From an optimization exercise on the open Yosys and OpenROAD flow, aimed at small area; shortcuts taken in it are not production practice. At most, simulation tests tie the RTL to the original design; equivalence was not proved. Power and IR drop assume default switching activity.

==> inputs of build 41 <==
## bf8b
module bf8b (
    input rst,
    input clk,
    input rx,
    input [31:0] data_in,
    output [31:0] data_out,
    output [29:0] addr,
    output [3:0] wes,
    output tx
);
Settings: LEC_CHECK=0, CAP_MARGIN=20, CORE_MARGIN=2, CORE_UTILIZATION=50, SLEW_MARGIN=20; clock period 14.0 ns.
standard.sh (not shown) runs the stock make flow with config.mk's settings and CLKGATE_MAP_FILE= SYNTH_SCRIPT=/design/flow/synth_recipe.tcl, a recipe that flattens the netlist after the stock synthesis.
==> flow/flow/run.sh <==
#!/bin/bash
# The standard layout, with three of its steps tuned for area:
#  - synthesis maps the logic with an area-oriented ABC script (flow/abc_area.script)
#    instead of ORFS's delay-oriented one; everything else in the synthesis is the
#    standard one (synth_recipe.tcl), so the registers are the same;
#  - ports are buffered with buf_1 rather than the resizer's default delay cell;
#  - clock-tree sinks are clustered in larger groups.
set -euo pipefail
here=$(pwd)
{
  echo "proc abc {args} {"
  echo "  set i [lsearch -exact \$args -script]"
  echo "  if {\$i >= 0} { lset args [expr {\$i + 1}] $here/flow/abc_area.script }"
  echo "  yosys abc {*}\$args"
  echo "}"
  cat synth_recipe.tcl
} > area_synth.tcl
sed "s#SYNTH_SCRIPT=[^ ]*#SYNTH_SCRIPT=$here/area_synth.tcl#" standard.sh > area_standard.sh
export BUFFER_PORTS_ARGS="-buffer_cell sky130_fd_sc_hd__buf_1"
export CTS_ARGS="-sink_clustering_enable -repair_clock_nets -buf_list sky130_fd_sc_hd__clkbuf_4 -sink_clustering_size 10 -sink_clustering_max_diameter 40 -dont_use_dummy_load"
bash area_standard.sh > standard.log 2>&1
==> flow/flow/abc_area.script <==
&get -n
&st
&syn2
&dch
&nf -R 1000
&put
==> inputs of trial 49, as changes to build 41 <==
--- a/flow/design.v
+++ b/flow/design.v
@@ -155,20 +155,19 @@
     output tx
 );
 localparam P_FETCH = 2'd0;      
 localparam P_EX    = 2'd1;      
 localparam P_EX2   = 2'd2;      
 localparam P_DMA   = 2'd3;      
-localparam K_SLT   = 3'd0;
-localparam K_SH    = 3'd1;
-localparam K_LOAD  = 3'd2;
-localparam K_STORE = 3'd3;
-localparam K_JMP   = 3'd4;
+localparam K_SLT   = 2'd0;
+localparam K_SH    = 2'd1;
+localparam K_LOAD  = 2'd2;
+localparam K_STORE = 2'd3;
 reg [1:0] t;
 reg [1:0] pass;
-reg [2:0] k2;
+reg [1:0] k2;
 reg [29:0] pc;
 reg [31:0] a;
 reg [4:0] rlo;                   
 reg [2:0] rf3;                   
 reg c;                           
 reg cc;                          
@@ -211,39 +210,44 @@
         imm = {{11{ir[31]}}, ir[31], ir[19:12], ir[20], ir[30:21], 1'b0};
     else
         imm = {{20{ir[31]}}, ir[31:20]};
 end
 wire [7:0] immb = imm[8*t +: 8];
 wire [4:0] rs2x = (pass == P_EX) ? rs2 : rlo;
-wire [7:0] p1, p2;
+reg [7:0] rf [1:31][0:3];
+reg [7:0] p1, p2;
+integer r, j;
+always @(*) begin
+    p1 = 8'd0;
+    p2 = 8'd0;
+    for (r = 1; r < 32; r = r + 1) begin
+        p1 = p1 | ({8{rs1 == r}} & rf[r][0]);
+        p2 = p2 | ({8{rs2x == r}} & rf[r][0]);
+    end
+end
 reg wen;
 reg [4:0] wreg;
 reg [7:0] wbyte;
-integer j;
-regfile RF (
-    .clk(clk),
-    .rs1(rs1),
-    .rs2(rs2x),
-    .wen(wen),
-    .wreg(wreg),
-    .wbyte(wbyte),
-    .p1(p1),
-    .p2(p2)
-);
+always @(posedge clk) begin
+    for (r = 1; r < 32; r = r + 1) begin
+        for (j = 0; j < 3; j = j + 1)
+            rf[r][j] <= rf[r][j+1];
+        rf[r][3] <= (wen && wreg == r) ? wbyte : rf[r][0];
+    end
+end
 reg inc_a;                       
-reg cin_a;
-reg sel_ea;
-wire [29:0] inc = (inc_a ? a[31:2] : pc) + cin_a;
+wire [29:0] inc = (inc_a ? a[31:2] : pc) + 1'b1;
 wire [31:0] pcw = {pc, 2'b00};
+wire [31:0] incw = {inc, 2'b00};
 wire [7:0] pcb = pcw[8*t +: 8];
+wire [7:0] incb = incw[8*t +: 8];
 wire [7:0] uart_ptr;
 wire in_dma = pass == P_DMA;
-wire in_ex2 = pass == P_EX2;
-wire use_pc = in_ex2 | is_auipc | is_jal | is_br;
+wire use_pc = is_auipc | is_jal | is_br;
 wire [7:0] ain = in_dma ? uart_ptr : use_pc ? pcb : is_lui ? 8'd0 : p1;
-wire [7:0] bin = in_dma ? 8'd0 : in_ex2 ? {5'd0, t0, 2'd0} : is_op ? p2 : immb;
+wire [7:0] bin = in_dma ? 8'd0 : is_op ? p2 : immb;
 wire sub = ~in_dma & is_op & ir[30] & (f3 == 3'b000);
 wire cin = t0 ? (sub | in_dma) : c;
 wire [8:0] sum = {1'b0, ain} + {1'b0, bin ^ {8{sub}}} + cin;
 wire [7:0] cb = (is_op | is_br) ? p2 : immb;
 wire ccin = t0 ? 1'b1 : cc;
 wire [8:0] cdiff = {1'b0, p1} + {1'b0, ~cb} + ccin;
@@ -315,42 +319,41 @@
     .dma_req(dma_req),
     .rx_need(rx_need),
     .rx(rx),
     .tx(tx)
 );
 reg [1:0] npass;
-reg [2:0] nk2;
+reg [1:0] nk2;
 reg pc_we;                       
 reg [31:0] na;
+reg [1:0] amux;                  
 reg [3:0] wes_r;
 reg [7:0] dbyte;
 task automatic advance(input jump);
     begin
         pc_we = 1'b1;
-        sel_ea = jump;
-        cin_a = 1'b1;
+        amux = jump ? 2'd3 : 2'd1;
         npass = dma_req ? P_DMA : P_EX;
     end
 endtask
 always @(*) begin
     npass = pass;
     nk2 = k2;
     pc_we = 1'b0;
     na = a;
-    sel_ea = 1'b0;
-    cin_a = 1'b0;
+    amux = 2'd0;
     inc_a = 1'b0;
     wes_r = 4'b0;
     wen = 1'b0;
     wreg = rd;
     wbyte = alub;
     dbyte = p2;
     case (pass)
         P_FETCH: begin
             if (t0 && pcinc) begin
-                cin_a = 1'b1;
+                amux = 2'd1;
                 pc_we = 1'b1;
             end
             if (t3)
                 npass = dma_req ? P_DMA : P_EX;
         end
         P_EX: begin
@@ -361,31 +364,29 @@
                     npass = P_EX2;
                 end
             end else if (is_alu | is_lui | is_auipc) begin
                 wen = 1'b1;
                 if (t3)
                     advance(1'b0);
-            end else if (is_br) begin
+            end else if (is_jal | is_jalr | is_br) begin
                 na = {sum[7:0], a[31:8]};
-                if (t3)
-                    advance(taken);
-            end else if (is_jal | is_jalr) begin
-                na = {sum[7:0], a[31:8]};
-                if (t3) begin
-                    nk2 = K_JMP;
-                    npass = P_EX2;
+                if (!is_br) begin
+                    wen = 1'b1;
+                    wbyte = incb;
                 end
+                if (t3)
+                    advance(!is_br || taken);
             end else begin
                 na = {sum[7:0], a[31:8]};
                 if (t3) begin
                     nk2 = is_load ? K_LOAD : K_STORE;
                     npass = P_EX2;
                     if (is_load)
-                        sel_ea = 1'b1;
+                        amux = 2'd3;
                     else if (f3[1:0] == 2'b10 && a[9:8] == 2'b00 && !uart_ea) begin
-                        sel_ea = 1'b1;
+                        amux = 2'd3;
                         wes_r = 4'b1000;
                     end
                 end
             end
         end
         P_EX2: begin
@@ -393,21 +394,12 @@
                 K_SLT: begin
                     wen = 1'b1;
                     wbyte = {7'b0, flag & t0};
                     if (t3)
                         advance(1'b0);
                 end
-                K_JMP: begin
-                    wen = 1'b1;
-                    wbyte = sum[7:0];
-                    if (t3) begin
-                        pc_we = 1'b1;
-                        inc_a = 1'b1;
-                        npass = dma_req ? P_DMA : P_EX;
-                    end
-                end
                 K_SH: begin
                     wen = 1'b1;
                     wbyte = shout;
                     na = {a[7:0], a[31:8]};
                     if (t3)
                         advance(1'b0);
@@ -417,23 +409,23 @@
                     wreg = rlo;
                     if (uflag)
                         wbyte = uart_rd;
                     else begin
                         wbyte = ldb;
                         if (!t3) begin
-                            inc_a = 1'b1;
-                            cin_a = lnext[2];
+                            inc_a = lnext[2];
+                            amux = lnext[2] ? 2'd1 : 2'd2;
                         end
                     end
                     if (t3)
                         advance(1'b0);
                 end
                 default: begin
                     if (!uflag && st_now) begin
-                        inc_a = 1'b1;
-                        cin_a = sbyte[2];
+                        inc_a = sbyte[2];
+                        amux = sbyte[2] ? 2'd1 : 2'd2;
                         wes_r = 4'b0001 << sbyte[1:0];
                     end
                     if (t3) begin
                         if (!uflag && st_now)
                             npass = P_FETCH;     
                         else
@@ -442,24 +434,24 @@
                 end
             endcase
         end
         default: begin
             na = {uart_ptr, a[31:8]};
             if (t3) begin
-                sel_ea = 1'b1;
+                amux = 2'd3;
                 if (dsel) begin
                     wes_r = 4'b0001 << a[9:8];
                     dbyte = rx_byte;
                 end
                 npass = P_FETCH;
             end
         end
     endcase
 end
 wire [29:0] ea = {in_dma ? uart_ptr : sum[7:0], a[31:10]};
-assign addr = sel_ea ? ea : inc;
+assign addr = (amux == 2'd0) ? pc : (amux == 2'd1) ? inc : (amux == 2'd2) ? a[31:2] : ea;
 assign wes = rst ? 4'b0 : wes_r;
 assign data_out = {4{dbyte}};
 always @(posedge clk) begin
     if (rst) begin
         t <= 2'd0;
         pass <= P_FETCH;
@@ -496,80 +488,6 @@
             rlo <= rs2;
     end
     if (in_dma && t0)
         dsel <= rx_need;
 end
 endmodule
-module regfile (
-    input clk,
-    input [4:0] rs1,
-    input [4:0] rs2,
-    input wen,
-    input [4:0] wreg,
-    input [7:0] wbyte,
-    output [7:0] p1,
-    output [7:0] p2
-);
-reg [7:0] rf [1:31][0:3];
-wire [31:1] sel1, sel2;
-wire [31*8-1:0] taps;
-integer r, j;
-genvar gr;
-generate
-    for (gr = 1; gr < 32; gr = gr + 1) begin : TAP
-        assign taps[8*(gr-1) +: 8] = rf[gr][0];
-    end
-endgenerate
-onehot5 DEC1 (.x(rs1), .y(sel1));
-onehot5 DEC2 (.x(rs2), .y(sel2));
-rdmux RD1 (.sel(sel1), .taps(taps), .q(p1));
-rdmux RD2 (.sel(sel2), .taps(taps), .q(p2));
-always @(posedge clk) begin
-    for (r = 1; r < 32; r = r + 1) begin
-        for (j = 0; j < 3; j = j + 1)
-            rf[r][j] <= rf[r][j+1];
-        rf[r][3] <= (wen && wreg == r) ? wbyte : rf[r][0];
-    end
-end
-endmodule
-module onehot5 (
-    input [4:0] x,
-    output [31:1] y
-);
-genvar i;
-generate
-    for (i = 1; i < 32; i = i + 1) begin : D
-        assign y[i] = x == i;
-    end
-endgenerate
-endmodule
-module rdmux (
-    input [31:1] sel,
-    input [31*8-1:0] taps,
-    output [7:0] q
-);
-wire [7:0] l0 [0:31];
-wire [7:0] l1 [0:15];
-wire [7:0] l2 [0:7];
-wire [7:0] l3 [0:3];
-wire [7:0] l4 [0:1];
-genvar i;
-generate
-    assign l0[0] = 8'd0;
-    for (i = 1; i < 32; i = i + 1) begin : L0
-        assign l0[i] = {8{sel[i]}} & taps[8*(i-1) +: 8];
-    end
-    for (i = 0; i < 16; i = i + 1) begin : L1
-        assign l1[i] = l0[2*i] | l0[2*i+1];
-    end
-    for (i = 0; i < 8; i = i + 1) begin : L2
-        assign l2[i] = l1[2*i] | l1[2*i+1];
-    end
-    for (i = 0; i < 4; i = i + 1) begin : L3
-        assign l3[i] = l2[2*i] | l2[2*i+1];
-    end
-    for (i = 0; i < 2; i = i + 1) begin : L4
-        assign l4[i] = l3[2*i] | l3[2*i+1];
-    end
-endgenerate
-assign q = l4[0] | l4[1];
-endmodule
==> flow/run.sh (new file) <==
#!/bin/bash
# synth_recipe.tcl (not shown) runs the flow's synth.tcl, then flattens the netlist and writes it again
# the make line also repeats each setting of config.mk as NAME=value (left out here)
make -C /OpenROAD-flow-scripts/flow DESIGN_CONFIG=/design/flow/config.mk WORK_HOME=/design/flow/orfs CLKGATE_MAP_FILE= SYNTH_SCRIPT=/design/flow/synth_recipe.tcl finish
Settings changed: CORE_UTILIZATION 50 to 35, CTS_CLUSTER_DIAMETER from default to 60, CTS_CLUSTER_SIZE from default to 25.
removed: flow/flow/run.sh
removed: flow/flow/abc_area.script
removed: flow/standard.sh
==> qor summary <==
Outcome: build 41 timing/DRC/antenna clean; trial 49 timing/DRC/antenna clean
Largest net degree at the start of global routing: build 41 57; trial 49 53
Post-synthesis share of cell area spent on and, or, nand and nor gates: build 41 0.1155; trial 49 0.1197
Portion of netlist area occupied by mux cells: build 41 0.03148; trial 49 0.08028
GRT met1 Usage: build 41 0.4262; trial 49 0.3446
Synth Area in XOR/XNOR: build 41 0.01291; trial 49 0.01719
Multi-input combinational area share: build 41 0.3086; trial 49 0.3387
Clock transition at the registers of the reported paths: build 41 0.10 ns; trial 49 0.09 ns
Latest clock arrival within the worst-skew pair: build 41 1.02 ns; trial 49 0.72 ns
GRT met3 Usage: build 41 0.06142; trial 49 0.04207
Dpl cell area: build 41 42980 um^2; trial 49 48430 um^2
Total buffers and inverters traversed by the critical path: build 41 5; trial 49 4
Final routed wirelength across all metal layers: build 41 134.5 mm; trial 49 169.4 mm
Adder-cell share of the synthesized area: build 41 0.01900; trial 49 0.01750
Top fanout value on the critical path: build 41 56; trial 49 15
Worst-case vdd ir drop: build 41 0.00009756 V; trial 49 0.0001235 V
Only the layout flow was run in trial 49; the RTL was not checked for function there.

## static timing again, ports no longer ideal
The results above use ideal ports. As a check the final layouts listed here were re-extracted and re-timed, cells and wires unchanged. Step 1 sets driving cells, clkbuf_16 on the clock port and buf_2 on the other inputs (assumed; they add their load-dependent delay and slew). Step 2, shift: input delay + t, output delay - t, t = (earliest + latest rising clock arrival at the registers) / 2. This alone moves slack from input paths to output paths. Slacks: ideal / step 1 / step 2; pairs: ideal / step 1.
run	t, ns	setup slack, ns	worst setup path at the end	latest minus earliest clock arrival (ns)	cell pins on the clock port's net
build 41	1.012	1.338 / 1.316 / 1.316	input to output	0.149 / 0.150	1
trial 49	0.775	0.258 / 0.228 / 0.228	input to output	0.044 / 0.044	1
After both steps every run listed still meets setup and hold. For trial 49, which loses most, drivers alone change the setup slack by -0.030 ns; drivers and shift together by -0.030 ns.
